This design comes from an exercise in tuning for small area, a short achievable clock period and few clock cycles per item on the open sky130 flow, not from production work.
Function was checked by simulation only, so behaviour that the tests miss may differ from the original.

==> design.v <==
`timescale 1ns / 1ps
module cordic_rca #(parameter W = 18) (
  input  [W-1:0] a,
  input  [W-1:0] b,
  input          ci,
  output [W-1:0] s
);
  wire [W:0] c;
  assign c[0] = ci;
  genvar g;
  generate
    for (g = 0; g < W; g = g + 1) begin : bit_
      assign s[g]   = a[g] ^ b[g] ^ c[g];
      assign c[g+1] = (a[g] & b[g]) | (a[g] & c[g]) | (b[g] & c[g]);
    end
  endgenerate
endmodule
module cordic_csa #(parameter W = 18, parameter L = 12) (
  input  [W-1:0] a,
  input  [W-1:0] b,
  input          ci,
  output [W-1:0] s
);
  wire [L:0] cl;
  wire [W-1:L] s0, s1;
  cordic_rca #(L) lo (.a(a[L-1:0]), .b(b[L-1:0]), .ci(ci), .s(s[L-1:0]));
  assign cl[0] = ci;
  genvar g;
  generate
    for (g = 0; g < L; g = g + 1) begin : cy_
      assign cl[g+1] = (a[g] & b[g]) | (a[g] & cl[g]) | (b[g] & cl[g]);
    end
  endgenerate
  cordic_rca #(W-L) h0 (.a(a[W-1:L]), .b(b[W-1:L]), .ci(1'b0), .s(s0));
  cordic_rca #(W-L) h1 (.a(a[W-1:L]), .b(b[W-1:L]), .ci(1'b1), .s(s1));
  assign s[W-1:L] = cl[L] ? s1 : s0;
endmodule
module cordic_math_processor(
  input             clk,
  input             reset,
  input             start,
  input      [2:0]  opcode,
  input      [31:0] data_in,
  output reg [31:0] result1,
  output reg [31:0] result2,
  output reg        done
);
  localparam ST_IDLE = 3'd0, ST_ITER = 3'd2, ST_XPOST = 3'd3,
             ST_LPOST = 3'd4, ST_MUL = 3'd5, ST_SHIFT = 3'd6;
  reg        strt;             
  reg [2:0]  st;
  reg [4:0]  cnt;
  reg [3:0]  sh4;              
  reg        sh0;              
  reg        satf;             
  reg        sgnf;             
  reg [1:0]  op;               
  reg [5:0]  kk;               
  reg        kneg;             
  reg [17:0] x;                
  reg [17:0] y;                
  reg [25:0] z;                
  wire rot  = op[1];
  wire frst = strt & rot;
  wire [31:0] d = {x[7:0], z[23:0]};    
  wire [5:0] kbit = kk & (~kk + 6'd1);
  reg [15:0] atab;
  reg [21:0] ctab;
  always @(*) begin
    case (cnt)
      5'd0: atab = 16'd35999;  5'd1: atab = 16'd16739;  5'd2: atab = 16'd8235;
      5'd3: atab = 16'd4101;   5'd4: atab = 16'd4101;   5'd5: atab = 16'd2049;
      5'd6: atab = 16'd1024;   5'd7: atab = 16'd512;    5'd8: atab = 16'd256;
      5'd9: atab = 16'd128;    5'd10: atab = 16'd64;    5'd11: atab = 16'd32;
      5'd12: atab = 16'd16;    5'd13: atab = 16'd8;     5'd14: atab = 16'd4;
      5'd15: atab = 16'd2;     default: atab = 16'd1;
    endcase
    if (st == ST_LPOST && !strt) begin
      ctab = 22'd0;
      if (kbit[0]) ctab = ctab | 22'd45426;
      if (kbit[1]) ctab = ctab | 22'd90852;
      if (kbit[2]) ctab = ctab | 22'd181704;
      if (kbit[3]) ctab = ctab | 22'd363408;
      if (kbit[4]) ctab = ctab | 22'd726816;
      if (kbit[5]) ctab = ctab | 22'd1453632;
    end else if (op == 2'd1)
      ctab = {5'd0, atab, 1'b0};
    else
      ctab = {6'd0, atab};
  end
  wire        l16 = (d[31:16] == 16'd0);
  wire [31:0] na  = l16 ? {d[15:0], 16'd0} : d;
  wire        l8  = (na[31:24] == 8'd0);
  wire [31:0] nb  = l8 ? {na[23:0], 8'd0} : na;
  wire        l4  = (nb[31:28] == 4'd0);
  wire [31:0] nc  = l4 ? {nb[27:0], 4'd0} : nb;
  wire        l2  = (nc[31:30] == 2'd0);
  wire [31:0] ne  = l2 ? {nc[29:0], 2'd0} : nc;
  wire        l1  = ~ne[31];
  wire        nzero = ~ne[31] & ~ne[30];
  wire [4:0]  lsh = {l16, l8, l4, l2, l1};       
  wire        sel2 = op[0] & l1 & ~l16;
  wire        sel1 = op[0] & (l1 ^ ~l16);
  wire [17:0] nw   = ne[31:14];
  wire        lspec = op[0] & ~l16 & (lsh <= 5'd14) &
                      ((l1 ? ne[29:13] : ne[30:14]) == 17'd0);
  wire [17:0] nn   = lspec ? 18'h20000 :
                     sel2 ? nw : sel1 ? {1'b0, nw[17:1]} : {2'b00, nw[17:2]};
  wire [3:0]  cq = op[0] ? 4'd4 : 4'd1;
  wire [17:0] x0 = {nn[17:14] + cq, nn[13:0]};
  wire [17:0] y0 = {nn[17:14] - cq, nn[13:0]};
  wire [5:0]  ksq  = nzero ? 6'b110000 : 6'd8 - {2'b00, l16, l8, l4, l2};
  wire [5:0]  kln  = nzero ? 6'd32 : l16 ? {2'b00, lsh[3:0]} : {2'b00, ~lsh[3:0]} - {5'd0, lspec};
  wire        klng = nzero | (l16 & (lsh[3:0] != 4'd0));
  wire [5:0]  kabs = op[0] ? kln : ksq;
  wire        dsat = ~((&d[31:17]) | ~(|d[31:17]));
  wire it   = (st == ST_ITER) | frst;
  wire dir  = rot ? (frst ? ~d[31] : satf ? ~sgnf : ~z[18]) : y[17];      
  wire adds = ~it | dir;
  wire zsub = it ? dir : kneg;
  wire [17:0] ysh = $signed({y[17], y[17:1]}) >>> sh4;
  wire [17:0] xs1 = {1'b0, x[17:1]} >> sh4;
  wire [17:0] xsh = sh0 ? x : xs1;
  wire [17:0] xsum, ysum;
  wire [21:0] zsum;
  cordic_csa #(18, 12) ax (.a(x), .b(ysh ^ {18{~adds}}), .ci(~adds), .s(xsum));
  cordic_csa #(18, 12) ay (.a(y), .b(xsh ^ {18{~adds}}), .ci(~adds), .s(ysum));
  cordic_csa #(22, 13) az (.a(z[21:0]), .b(ctab ^ {22{zsub}}), .ci(zsub), .s(zsum));
  reg [3:0] sh4_n;
  reg       sh0_n;
  always @(*) begin
    sh4_n = 4'd0;
    sh0_n = 1'b0;
    if (strt) sh4_n = {3'd0, rot};
    else case (st)
      ST_ITER:
        if (last) begin sh4_n = 4'd1; sh0_n = (op == 2'd2); end
        else if (cnt <= 5'd2) sh4_n = cnt[3:0] + 4'd1;
        else sh4_n = cnt[3:0];
      ST_MUL:
        case (cnt)
          5'd0: sh4_n = 4'd2;  5'd1: sh4_n = 4'd2;  5'd2: sh4_n = 4'd1;
          5'd3: sh4_n = 4'd1;  5'd4: sh4_n = 4'd0;  default: sh4_n = 4'd2;
        endcase
      default: ;
    endcase
  end
  wire last = (cnt == 5'd16);
  reg  fin;                    
  always @(*) begin
    if (strt) fin = 1'b0;
    else case (st)
      ST_ITER:  fin = last & (op[1] ? op[0] : (op[0] & (kk == 6'd0)));
      ST_XPOST: fin = 1'b1;
      ST_LPOST: fin = ((kk & (kk - 6'd1)) == 6'd0);
      ST_MUL:   fin = (cnt == 5'd6) & (kk == 6'd0);
      ST_SHIFT: fin = (kk == 6'd1) | (kk == 6'h3f);
      default:  fin = 1'b0;
    endcase
  end
  always @(posedge clk or negedge reset) begin
    if (!reset) begin
      strt <= 1'b0;
      st   <= ST_IDLE;
      done <= 1'b0;
    end else begin
      strt <= start;
      done <= ~start & (done | fin);
      if (strt) st <= ST_ITER;
      else if (fin) st <= ST_IDLE;
      else case (st)
        ST_ITER:
          if (last) st <= (op == 2'd0) ? ST_MUL : (op == 2'd2) ? ST_XPOST : ST_LPOST;
        ST_MUL:
          if (cnt == 5'd6) st <= ST_SHIFT;
        default: ;
      endcase
    end
  end
  always @(posedge clk) begin
    op <= opcode[1:0];
    if (start)
      cnt <= 5'd0;
    else if (strt)
      cnt <= {4'd0, rot};
    else if (st == ST_ITER || st == ST_MUL)
      cnt <= last ? 5'd0 : cnt + 5'd1;
    else
      cnt <= 5'd0;
    if (frst) begin
      satf <= dsat;
      sgnf <= d[31];
    end
  end
  always @(posedge clk) begin
    sh4 <= sh4_n;
    sh0 <= sh0_n;
    if (strt) begin
      if (rot) begin
        x <= 18'd79141;
        y <= d[31] ? -18'sd39570 : 18'sd39570;
      end else begin
        x    <= x0;
        y    <= y0;
        kk   <= kabs;
        kneg <= klng;
      end
    end else begin
      case (st)
        ST_ITER: begin
          x <= xsum;
          y <= (last && op == 2'd0) ? xsum : ysum;
        end
        ST_XPOST: y <= ysum;
        ST_MUL:
          if (!cnt[0]) begin y <= ysum; x <= y; end
          else begin x <= xsum; y <= x; end
        ST_SHIFT:
          kk <= kk[5] ? kk + 6'd1 : kk - 6'd1;
        ST_LPOST:
          kk <= kk & (kk - 6'd1);
        default: ;
      endcase
      if (fin && op != 2'd3) x <= 18'd0;
    end
    if (start) x[7:0] <= data_in[31:24];
  end
  always @(posedge clk) begin
    if (start)
      z <= {2'b00, data_in[23:0]};
    else if (strt)
      z <= rot ? {{4{zsum[21]}}, zsum} : 26'd0;
    else case (st)
      ST_ITER:
        if (last && op[1]) z <= {{8{ysum[17] & op[0]}}, ysum};    
        else z <= {{4{zsum[21]}}, zsum};
      ST_LPOST: z <= {{4{zsum[21]}}, zsum};
      ST_XPOST: z <= {8'd0, ysum};
      ST_MUL:   if (cnt == 5'd6) z <= {8'd0, ysum};
      ST_SHIFT: z <= kk[5] ? (z >> 1) : (z << 1);
      default: ;
    endcase
  end
  always @(*) begin
    result1 = {{6{z[25]}}, z};
    result2 = {14'd0, x};
  end
endmodule
==> run.sh <==
#!/bin/bash
# synth_recipe.tcl (not shown) runs the flow's synth.tcl, then flattens the netlist and writes it again
# the make line also repeats each setting of config.mk as NAME=value (left out here)
make -C /OpenROAD-flow-scripts/flow DESIGN_CONFIG=/design/flow/config.mk WORK_HOME=/design/flow/orfs CLKGATE_MAP_FILE= SYNTH_SCRIPT=/design/flow/synth_recipe.tcl finish
==> config.mk <==
export PLATFORM = sky130hd
export DESIGN_NAME = cordic_math_processor
export DESIGN_NICKNAME = cordic_math_processor
export VERILOG_FILES = /design/flow/design.v
export SDC_FILE = /design/flow/constraint.sdc
export NUM_CORES = 4
export LEC_CHECK = 0
export ABC_AREA = 1
export CAP_MARGIN = 20
export CORE_MARGIN = 2
export CORE_UTILIZATION = 55
export SLEW_MARGIN = 20
==> constraint.sdc <==
create_clock -name core_clock -period 45.0 [get_ports {clk}]
set_input_delay 9.0000 -clock core_clock [delete_from_list [all_inputs] [get_ports {clk}]]
set_output_delay 9.0000 -clock core_clock [all_outputs]
set_load 0.01 [all_outputs]
==> results.cfg <==
[finish]
final_cell_area_mm2 = 0.01348
area_delta_synth_final_pct = 9.618
layout_commonest_cell = nand2_1
final_cell_mix = nand2_1, o21ai_0, inv_1
fin_util = 0.6156
final_cell_count_no_fill = 2221
drive_gt1_frac = 0.04845
layout.nets = 2054

[placed_design]
dp_hpwl_mm = 37.10
placed_area_mm2 = 0.01320
port_buffers = 87
placed_cells = 2204
gp_congestion = 1.039

[die]
die_area_mm2 = 0.02356
core_area_mm2 = 0.02189
rows = 54
die_x_um = 153.5
pin_count = 103
initial_utilization = 0.5616
die_h_um = 153.5

[timing]
relSlewSlack = 0.3104
fin_skew_ns = 0.01056
fmax_ghz = 0.09333
hold_slack_ns = 0.5022
hold_viol_final = 0
setup_violations = 0
finalCritPeriodShare = 0.2381
worst_pin_slew_ns = 1.031
final_max_slew_viol_count = 0
period_minus_slack_ns = 10.71
finalSetupTns_ns = 0
rsz0062_at_grt = false

[detailed_routing]
route.detailed.drc = 0
firstDrtPassIters = 8
ant_nets = 0
drtIter0Drc = 1750
drt_wl_total_mm = 47.67
vias = 13950
wire_per_inst_um = 21.46
avgViaCountPerCell = 6.281

[worst_setup_path]
end_kind = output port
crit_arrival_ns = 1.71
cpLargestDelayFamily = flip-flops
cp_slowest_cell = edfxtp_1
cp_cell_sequence = clkdlybuf4s50_1
crit_buf_inv = 1
worstPathMaxFanout = 8
max_stage_delay_ns = 0.72
start_kind = register
critPathKind = register to output port
worstPathRequired_ns = 36.00

[logic_synthesis]
ys_async_sr_fraction = 0.05682
ys.flop_type = edfxtp_1
synthTopCellsByArea = edfxtp_1, nand2_1, o21ai_0
synth_top_cell_by_area = edfxtp_1
yosysTopAreaCellShare = 0.1685
synth_area_mm2 = 0.01229
ys.warnings.count = 1
synth-edff-count = 69
postSynthAreaPerCell_um2 = 6.429
syn_inst = 1912
synth.ff_latch_count = 88
seq_area_frac_synth = 0.2015
synthDistinctLibCells = 58

[grt]
grt_max_degree = 58
grt_pass1_wl_mm = 73.08
track_usage = 0.3963
grt_pass1_vias = 13050
antenna_found_initial = 1
overflow = 0

[clock_tree]
path_clk_slew_ns = 0.07
clock_latency_ns = 0.36
cts_resized = 0
cts_made_buffers = 9
hold_buffers = 0
postCtsSetupRepairBufs = 0
cts.sinks = 88
root_buffer = clkbuf_16
cts_max_path_buffers = 2
cts_tree = done
htree_levels = 3

[status]
status = finished clean

[min_path]
min_path_type = register to register

[run]
maxCapViolCount = 0
cell type report:
| type | count | area (um2) |
|---|---|---|
| Timing Repair Buffer | 111 | 1051 |
| Multi-Input combinational cell | 1506 | 8496 |
| Clock inverter | 6 | 45.04 |
| Tap cell | 280 | 350.3 |
| Antenna cell | 1 | 2.502 |
| Fill cell | 2140 | 8416 |
| Clock buffer | 10 | 229.0 |
| Inverter | 219 | 824.5 |
| Sequential cell | 88 | 2477 |
synthesized netlist by cell type (all sizes together) (12+ instances only):
master     n
clkbuf    68
xnor2     12
o21ai    242
o211ai    34
dfxtp     14
edfxtp    69
inv      213
nor2     149
buf       44
a21oi    112
a22oi     22
fa        34
xor2      68
o221ai    24
nand3    136
nand2    504
o22ai     15
nand4     17
o2111ai   14
ha        47
kinds of logic (layout without fill, tap and decap cells):
logic type	after synthesis	after routing	synth area share
buf+inv	331	346	0.1120
xor+xnor	80	80	0.05700
mux	11	11	0.008957
flops	88	88	0.2015
compound gates	487	487	0.2297
simple gates	833	833	0.2873
fa+ha+maj	81	81	0.1032
other cells	1	15	0.0003051
through the flow:
stage	worst slack [ns]
global route	34.25
finish	34.29
CTS	34.33
global placement	33.79
detailed placement	34.01
floorplan	34.32
final timing paths:
path,to,slack (ns),startpoint,depth (start not counted)
setup / recovery,result2[1],34.29,x[1]$_DFFE_PP_,1
hold / removal,done$_DFF_PN0_,0.50,done$_DFF_PN0_,2
hold reg to reg,done$_DFF_PN0_,0.50,done$_DFF_PN0_,2
min in group asynchronous,done$_DFF_PN0_,8.93,reset,1
setup reg to reg,z[22]$_DFFE_PP_,35.30,strt$_DFF_PN0_,35
max in group asynchronous,strt$_DFF_PN0_,35.80,reset,1
flip-flops by register name, indices dropped and copies added, names as in the netlist:
register  count
cnt           5
op            2
x            18
kk            6
done          1
satf          1
y            18
kneg          1
st            3
sgnf          1
sh0           1
sh4           4
strt          1
z            26
per-layer routing:
layer | wire, um | GRT usage | up-vias
li1 | - | - | 6451
met1 | 17380 | 0.4872 | 6376
met2 | 21670 | 0.6444 | 913
met3 | 4997 | 0.06962 | 209
met4 | 3624 | 0.2516 | 0
met5 | 0 | 0 | -
Testbench counts, summed over its fixed seeds: cycles 27,985, ops 1,280.

==> afterwards: timing with drivers on the ports <==
No port has a modelled driver above. Below, the same layout with a new extraction and two added sets of constraints. Step 1 (the two cells are an assumption about what drives the block):
set clk [get_ports {clk}]
set_driving_cell -lib_cell sky130_fd_sc_hd__clkbuf_16 $clk
set_driving_cell -lib_cell sky130_fd_sc_hd__buf_2 [delete_from_list [all_inputs] $clk]
Step 2 also shifts input and output timing later by t, the mid clock arrival at the registers, as if the neighbouring blocks saw the same clock. Slacks: no drivers / after step 1 / after step 2; pairs: no drivers / after step 1.
shift t [ns]: 0.400
setup slack, ns: 34.285 / 34.240 / 33.953
worst setup path at the end: input to register
slew at the worst register clock pin (ns): 0.08 / 0.08
After both steps setup and hold are still met in this run. The setup slack of this run moves by -0.045 ns with the drivers and by -0.332 ns with both steps.
